Background: an optimization exercise with open tools, aiming at small area, a short achievable clock period and few clock cycles per item. Do not read the settings as production practice.
RTL that was checked went through simulation tests only; none was proved equivalent to the original.

==> flow/design.v <==
module cordic (
    input  wire               clk,
    input  wire               rst_n,
    input  wire               start,
    input  wire signed [15:0] angle_in,
    output wire signed [15:0] cos_out,
    output wire signed [15:0] sin_out,
    output reg                done
);
    localparam signed [15:0] K = 16'sd9949;
    reg signed [15:0] x, y, z;
    reg [3:0] cnt;       
    reg [3:0] cntb;      
    reg px;              
    reg busy;
    wire [15:0] atan_i =
          ({16{cnt == 4'd1}} & 16'h1DAC) | ({16{cnt == 4'd2}} & 16'h0FAE)
        | ({16{cnt == 4'd3}} & 16'h07F5) | ({16{cnt == 4'd4}} & 16'h03FF)
        | ({16{cnt == 4'd5}} & 16'h0200) | ({16{cnt == 4'd6}} & 16'h0100)
        | ({16{cnt == 4'd7}} & 16'h0080) | ({16{cnt == 4'd8}} & 16'h0040)
        | ({16{cnt == 4'd9}} & 16'h0020) | ({16{cnt == 4'd10}} & 16'h0010)
        | ({16{cnt == 4'd11}} & 16'h0008) | ({16{cnt == 4'd12}} & 16'h0004)
        | ({16{cnt == 4'd13}} & 16'h0002) | ({16{cnt == 4'd14}} & 16'h0001);
    wire dz = ~z[15];                        
    wire signed [15:0] yc = y ^ {16{px}};
    wire signed [15:0] xc = x ^ {16{z[15]}};      
    wire signed [15:0] ysh = yc >>> cnt;
    wire signed [15:0] xsh = xc >>> (~cntb);
    wire [15:0] x_n = x + ysh + {15'd0, px};
    wire [15:0] y_n = y + xsh + {15'd0, z[15]};
    wire d0 = ~angle_in[15];
    wire [15:0] za = start ? angle_in : z;
    wire [15:0] ata = start ? 16'h3244 : atan_i;
    wire        dza = start ? d0 : dz;
    wire [15:0] z_n = za + (ata ^ {16{dza}}) + {15'd0, dza};
    always @(posedge clk) begin
        if (start) begin
            x   <= K;
            y   <= d0 ? K : -K;
        end else begin
            x   <= x_n;
            y   <= y_n;
        end
        if (start) begin
            cnt  <= 4'd1;
            cntb <= ~4'd1;
        end else begin
            cnt  <= cnt + 4'd1;
            cntb <= cntb - 4'd1;
        end
    end
    always @(posedge clk) begin
        z  <= z_n;
        px <= ~z_n[15];
    end
    wire last = (cnt == 4'd14);
    always @(posedge clk or negedge rst_n) begin
        if (!rst_n) begin
            busy <= 1'b0;
            done <= 1'b0;
        end else begin
            busy <= start | (busy & ~last);
            done <= busy & last;
        end
    end
    assign cos_out = x;
    assign sin_out = y;
endmodule
Settings: LEC_CHECK=0, ABC_AREA=1, CAP_MARGIN=20, CORE_MARGIN=2, CORE_UTILIZATION=55, SETUP_SLACK_MARGIN=3.7, SLEW_MARGIN=20; clock period 7.0 ns.
run.sh (not shown) runs the stock make flow with config.mk's settings and CLKGATE_MAP_FILE= SYNTH_SCRIPT=/design/flow/synth_recipe.tcl, a recipe that flattens the netlist after the stock synthesis.
Then changed:
--- a/flow/design.v
+++ b/flow/design.v
@@ -22,13 +22,13 @@
         | ({16{cnt == 4'd11}} & 16'h0008) | ({16{cnt == 4'd12}} & 16'h0004)
         | ({16{cnt == 4'd13}} & 16'h0002) | ({16{cnt == 4'd14}} & 16'h0001);
     wire dz = ~z[15];                        
     wire signed [15:0] yc = y ^ {16{px}};
-    wire signed [15:0] xc = x ^ {16{z[15]}};      
+    wire signed [15:0] xc = x ^ {16{~px}};
     wire signed [15:0] ysh = yc >>> cnt;
     wire signed [15:0] xsh = xc >>> (~cntb);
     wire [15:0] x_n = x + ysh + {15'd0, px};
-    wire [15:0] y_n = y + xsh + {15'd0, z[15]};
+    wire [15:0] y_n = y + xsh + {15'd0, ~px};
     wire d0 = ~angle_in[15];
     wire [15:0] za = start ? angle_in : z;
     wire [15:0] ata = start ? 16'h3244 : atan_i;
     wire        dza = start ? d0 : dz;
Outcome: Design area falls by 1.3%; via count grows by 1.3%; setup slack is better by 100 ps; routed wire length came out higher by 0.61%; die area came out higher by 0.62%; fmax climbs by 3.3%; clock skew barely changes; non-clock buffer count fell by 7; final cell count goes down by 0.50%; register-to-register slack got worse by 80 ps; critical path depth is higher by 4; utilization is lower by 0.89 points.
Testbench counts after the change, summed over its fixed seeds: cycles 24,008, items 1,600.
Function not checked in the first run of this note: the RTL went through the layout flow alone.

---

pine:
cordic, a different RTL version from the one above (not shown whole).
Size: ~59 flip-flops, ~52 I/O pins.
==> module cordic, before the edit <==
module cordic (
    input  wire               clk,
    input  wire               rst_n,
    input  wire               start,
    input  wire signed [15:0] angle_in,
    output wire signed [15:0] cos_out,
    output wire signed [15:0] sin_out,
    output reg                done
);
    localparam signed [15:0] K = 16'sd9949;
    reg signed [15:0] x, y, z;
    reg [3:0] cnt;       
    reg [3:0] cntb;      
    reg px;              
    reg busy;
    wire [15:0] atan_i =
          ({16{cnt == 4'd1}} & 16'h1DAC) | ({16{cnt == 4'd2}} & 16'h0FAE)
        | ({16{cnt == 4'd3}} & 16'h07F5) | ({16{cnt == 4'd4}} & 16'h03FF)
        | ({16{cnt == 4'd5}} & 16'h0200) | ({16{cnt == 4'd6}} & 16'h0100)
        | ({16{cnt == 4'd7}} & 16'h0080) | ({16{cnt == 4'd8}} & 16'h0040)
        | ({16{cnt == 4'd9}} & 16'h0020) | ({16{cnt == 4'd10}} & 16'h0010)
        | ({16{cnt == 4'd11}} & 16'h0008) | ({16{cnt == 4'd12}} & 16'h0004)
        | ({16{cnt == 4'd13}} & 16'h0002) | ({16{cnt == 4'd14}} & 16'h0001);
    wire dz = ~z[15];                        
    wire signed [15:0] yc = y ^ {16{px}};
    wire signed [15:0] xc = x ^ {16{~px}};
    wire signed [15:0] ysh = yc >>> cnt;
    wire signed [15:0] xsh = xc >>> (~cntb);
    wire [15:0] x_n = x + ysh + {15'd0, px};
    wire [15:0] y_n = y + xsh + {15'd0, ~px};
    wire [15:0] z_n = z + (atan_i ^ {16{dz}}) + {15'd0, dz};
    wire d0 = ~angle_in[15];
    wire [15:0] z1 = d0 ? angle_in - 16'h3244 : angle_in + 16'h3244;
    wire [15:0] z_v = start ? z1 : z_n;
    always @(posedge clk) begin
        if (start) begin
            x   <= K;
            y   <= d0 ? K : -K;
        end else begin
            x   <= x_n;
            y   <= y_n;
        end
        if (start) begin
            cnt  <= 4'd1;
            cntb <= ~4'd1;
        end else begin
            cnt  <= cnt + 4'd1;
            cntb <= cntb - 4'd1;
        end
    end
    always @(posedge clk) begin
        z  <= z_v;
        px <= ~z_v[15];
    end
    wire last = (cnt == 4'd14);
    always @(posedge clk or negedge rst_n) begin
        if (!rst_n) begin
            busy <= 1'b0;
            done <= 1'b0;
        end else begin
            busy <= start | (busy & ~last);
            done <= busy & last;
        end
    end
    assign cos_out = x;
    assign sin_out = y;
endmodule
Settings: LEC_CHECK=0, ABC_AREA=1, CAP_MARGIN=20, CORE_MARGIN=2, CORE_UTILIZATION=45, CTS_BUF_LIST=sky130_fd_sc_hd__clkbuf_4, CTS_CLUSTER_SIZE=20, SETUP_SLACK_MARGIN=3.85, SLEW_MARGIN=20; clock period 7.0 ns.
> inputs changed (pine -> maple)
--- a/flow/design.v
+++ b/flow/design.v
@@ -27,12 +27,13 @@
     wire signed [15:0] ysh = yc >>> cnt;
     wire signed [15:0] xsh = xc >>> (~cntb);
     wire [15:0] x_n = x + ysh + {15'd0, px};
     wire [15:0] y_n = y + xsh + {15'd0, ~px};
-    wire [15:0] z_n = z + (atan_i ^ {16{dz}}) + {15'd0, dz};
     wire d0 = ~angle_in[15];
-    wire [15:0] z1 = d0 ? angle_in - 16'h3244 : angle_in + 16'h3244;
-    wire [15:0] z_v = start ? z1 : z_n;
+    wire [15:0] za = start ? angle_in : z;
+    wire [15:0] ata = start ? 16'h3244 : atan_i;
+    wire        dza = start ? d0 : dz;
+    wire [15:0] z_n = za + (ata ^ {16{dza}}) + {15'd0, dza};
     always @(posedge clk) begin
         if (start) begin
             x   <= K;
             y   <= d0 ? K : -K;
@@ -48,10 +49,10 @@
             cntb <= cntb - 4'd1;
         end
     end
     always @(posedge clk) begin
-        z  <= z_v;
-        px <= ~z_v[15];
+        z  <= z_n;
+        px <= ~z_n[15];
     end
     wire last = (cnt == 4'd14);
     always @(posedge clk or negedge rst_n) begin
         if (!rst_n) begin
Notes after the runs:
Met1 track demand over resource in global routing | maple above pine. Max first-pass GRT wire length across pine and maple: pine. pine → maple: number of buffers inserted by post-CTS setup repair roughly the same, final number of max-transition violations held steady, cell depth of the worst setup path shows a reduction of 2, wire length after detailed routing held. Going from pine to maple, count of plain and timing-repair buffers in the layout picked up an extra 8; synthesized-area fraction occupied by and/or/nand/nor cells picked up an extra 1.6 points; final clock skew neither gained nor lost much; final cell count lost about 3%.
Testbench counts of maple, summed over its fixed seeds: cycles 24,008, items 1,600.
Function not checked in pine: the RTL went through the layout flow alone.

---

## before
RTL: one of the versions met above, not the one the previous note started from.
Size: ~59 flip-flops, ~52 I/O pins.
==> module cordic, before the edit <==
module cordic (
    input  wire               clk,
    input  wire               rst_n,
    input  wire               start,
    input  wire signed [15:0] angle_in,
    output wire signed [15:0] cos_out,
    output wire signed [15:0] sin_out,
    output reg                done
);
    localparam signed [15:0] K = 16'sd9949;
    reg signed [15:0] x, y, z;
    reg [3:0] cnt;       
    reg [3:0] cntb;      
    reg px;              
    reg busy;
    wire [15:0] atan_i =
          ({16{cnt == 4'd1}} & 16'h1DAC) | ({16{cnt == 4'd2}} & 16'h0FAE)
        | ({16{cnt == 4'd3}} & 16'h07F5) | ({16{cnt == 4'd4}} & 16'h03FF)
        | ({16{cnt == 4'd5}} & 16'h0200) | ({16{cnt == 4'd6}} & 16'h0100)
        | ({16{cnt == 4'd7}} & 16'h0080) | ({16{cnt == 4'd8}} & 16'h0040)
        | ({16{cnt == 4'd9}} & 16'h0020) | ({16{cnt == 4'd10}} & 16'h0010)
        | ({16{cnt == 4'd11}} & 16'h0008) | ({16{cnt == 4'd12}} & 16'h0004)
        | ({16{cnt == 4'd13}} & 16'h0002) | ({16{cnt == 4'd14}} & 16'h0001);
    wire dz = ~z[15];                        
    wire signed [15:0] yc = y ^ {16{px}};
    wire signed [15:0] xc = x ^ {16{~px}};
    wire signed [15:0] ysh = yc >>> cnt;
    wire signed [15:0] xsh = xc >>> (~cntb);
    wire [15:0] x_n = x + ysh + {15'd0, px};
    wire [15:0] y_n = y + xsh + {15'd0, ~px};
    wire d0 = ~angle_in[15];
    wire [15:0] za = start ? angle_in : z;
    wire [15:0] ata = start ? 16'h3244 : atan_i;
    wire        dza = start ? d0 : dz;
    wire [15:0] z_n = za + (ata ^ {16{dza}}) + {15'd0, dza};
    always @(posedge clk) begin
        if (start) begin
            x   <= K;
            y   <= d0 ? K : -K;
        end else begin
            x   <= x_n;
            y   <= y_n;
        end
        if (start) begin
            cnt  <= 4'd1;
            cntb <= ~4'd1;
        end else begin
            cnt  <= cnt + 4'd1;
            cntb <= cntb - 4'd1;
        end
    end
    always @(posedge clk) begin
        z  <= z_n;
        px <= ~z_n[15];
    end
    wire last = (cnt == 4'd14);
    always @(posedge clk or negedge rst_n) begin
        if (!rst_n) begin
            busy <= 1'b0;
            done <= 1'b0;
        end else begin
            busy <= start | (busy & ~last);
            done <= busy & last;
        end
    end
    assign cos_out = x;
    assign sin_out = y;
endmodule
make LEC_CHECK=0 ABC_AREA=1 CAP_MARGIN=20 CORE_MARGIN=2 CORE_UTILIZATION=55 SETUP_SLACK_MARGIN=3.5 SLEW_MARGIN=20 finish   # period 7.0 ns
Testbench counts of before, summed over its fixed seeds: cycles 24,008, items 1,600.
[inputs] after vs before
==> flow/design.v <==
module cordic (
    input  wire               clk,
    input  wire               rst_n,
    input  wire               start,
    input  wire signed [15:0] angle_in,
    output wire signed [15:0] cos_out,
    output wire signed [15:0] sin_out,
    output reg                done
);
    localparam signed [15:0] K = 16'sd9949;
    reg signed [15:0] x, y, z;
    reg [3:0] cnt;       
    reg [3:0] cntb;      
    reg px;              
    reg busy;
    reg [15:0] atan_i;
    always @(*) begin
        case (cnt)
            4'd1:    atan_i = 16'h1DAC;
            4'd2:    atan_i = 16'h0FAE;
            4'd3:    atan_i = 16'h07F5;
            4'd4:    atan_i = 16'h03FF;
            4'd5:    atan_i = 16'h0200;
            4'd6:    atan_i = 16'h0100;
            4'd7:    atan_i = 16'h0080;
            4'd8:    atan_i = 16'h0040;
            4'd9:    atan_i = 16'h0020;
            4'd10:   atan_i = 16'h0010;
            4'd11:   atan_i = 16'h0008;
            4'd12:   atan_i = 16'h0004;
            4'd13:   atan_i = 16'h0002;
            4'd14:   atan_i = 16'h0001;
            default: atan_i = 16'h0000;
        endcase
    end
    wire dz = ~z[15];                        
    wire signed [15:0] yc = y ^ {16{px}};
    wire signed [15:0] xc = x ^ {16{~px}};
    wire signed [15:0] ysh = yc >>> cnt;
    wire signed [15:0] xsh = xc >>> (~cntb);
    wire [15:0] x_n = x + ysh + {15'd0, px};
    wire [15:0] y_n = y + xsh + {15'd0, ~px};
    wire d0 = ~angle_in[15];
    wire [15:0] za = start ? angle_in : z;
    wire [15:0] ata = start ? 16'h3244 : atan_i;
    wire        dza = start ? d0 : dz;
    wire [15:0] z_n = za + (ata ^ {16{dza}}) + {15'd0, dza};
    always @(posedge clk) begin
        if (start) begin
            x   <= K;
            y   <= d0 ? K : -K;
        end else begin
            x   <= x_n;
            y   <= y_n;
        end
        if (start) begin
            cnt  <= 4'd1;
            cntb <= ~4'd1;
        end else begin
            cnt  <= cnt + 4'd1;
            cntb <= cntb - 4'd1;
        end
    end
    always @(posedge clk) begin
        z  <= z_n;
        px <= ~z_n[15];
    end
    wire last = (cnt == 4'd14);
    always @(posedge clk or negedge rst_n) begin
        if (!rst_n) begin
            busy <= 1'b0;
            done <= 1'b0;
        end else begin
            busy <= start | (busy & ~last);
            done <= busy & last;
        end
    end
    assign cos_out = x;
    assign sin_out = y;
endmodule
Results
STATUS maximum clock frequency: after wins against before
Changes observed in after relative to before: xor and xnor fraction of the mapped netlist area went down 2.4 points; number of buffers inserted by post-CTS setup repair went down 2; post-synthesis cell area went up 11%.
after vs. before: delay contributed by the slowest stage of the critical path has increased, share of synthesized cell area in full adder, half adder and majority cells dropped 0.38 points, data arrival time of the critical path went down 130 ps.
Sort after and before by area enclosed by the die boundary asc -> top: before
The RTL of after was laid out without a check of its function.

static timing again, ports no longer ideal:
In the flow no input, the clock included, has a driving cell. The finished layouts below were timed again as built, in two steps.
Step 1, drivers: a clkbuf_16 drives clk and a buf_2 each remaining input, both assumed.
Step 2 times the ports against the registers' clock, not the clock port: input delays grow and output delays shrink by t, the midpoint of the rising clock arrivals with the driver on.
Slacks: no drivers / after step 1 / after step 2; pairs: no drivers / after step 1.
run | t (ns) | setup WS [ns] | latest minus earliest clock arrival (ns) | slew at the worst register clock pin (ns) | cell pins on the clock port's net
the first run of note 1 | 0.386 | 3.725 / 3.734 / 3.348 | 0.008 / 0.008 | 0.07 / 0.07 | 1
the second run of note 1 | 0.390 | 3.829 / 3.829 / 3.531 | 0.009 / 0.010 | 0.07 / 0.07 | 1
pine | 0.495 | 4.004 / 3.983 / 3.544 | 0.014 / 0.015 | 0.11 / 0.11 | 1
maple | 0.491 | 3.962 / 3.973 / 3.482 | 0.015 / 0.015 | 0.12 / 0.12 | 1
before | 0.379 | 3.617 / 3.631 / 3.252 | 0.015 / 0.016 | 0.08 / 0.08 | 1
after | 0.394 | 3.759 / 3.782 / 3.388 | 0.009 / 0.008 | 0.06 / 0.06 | 1
After both steps setup and hold are still met in every run listed. The setup slack of maple, which loses most, moves by +0.011 ns with the drivers and by -0.480 ns with both steps.
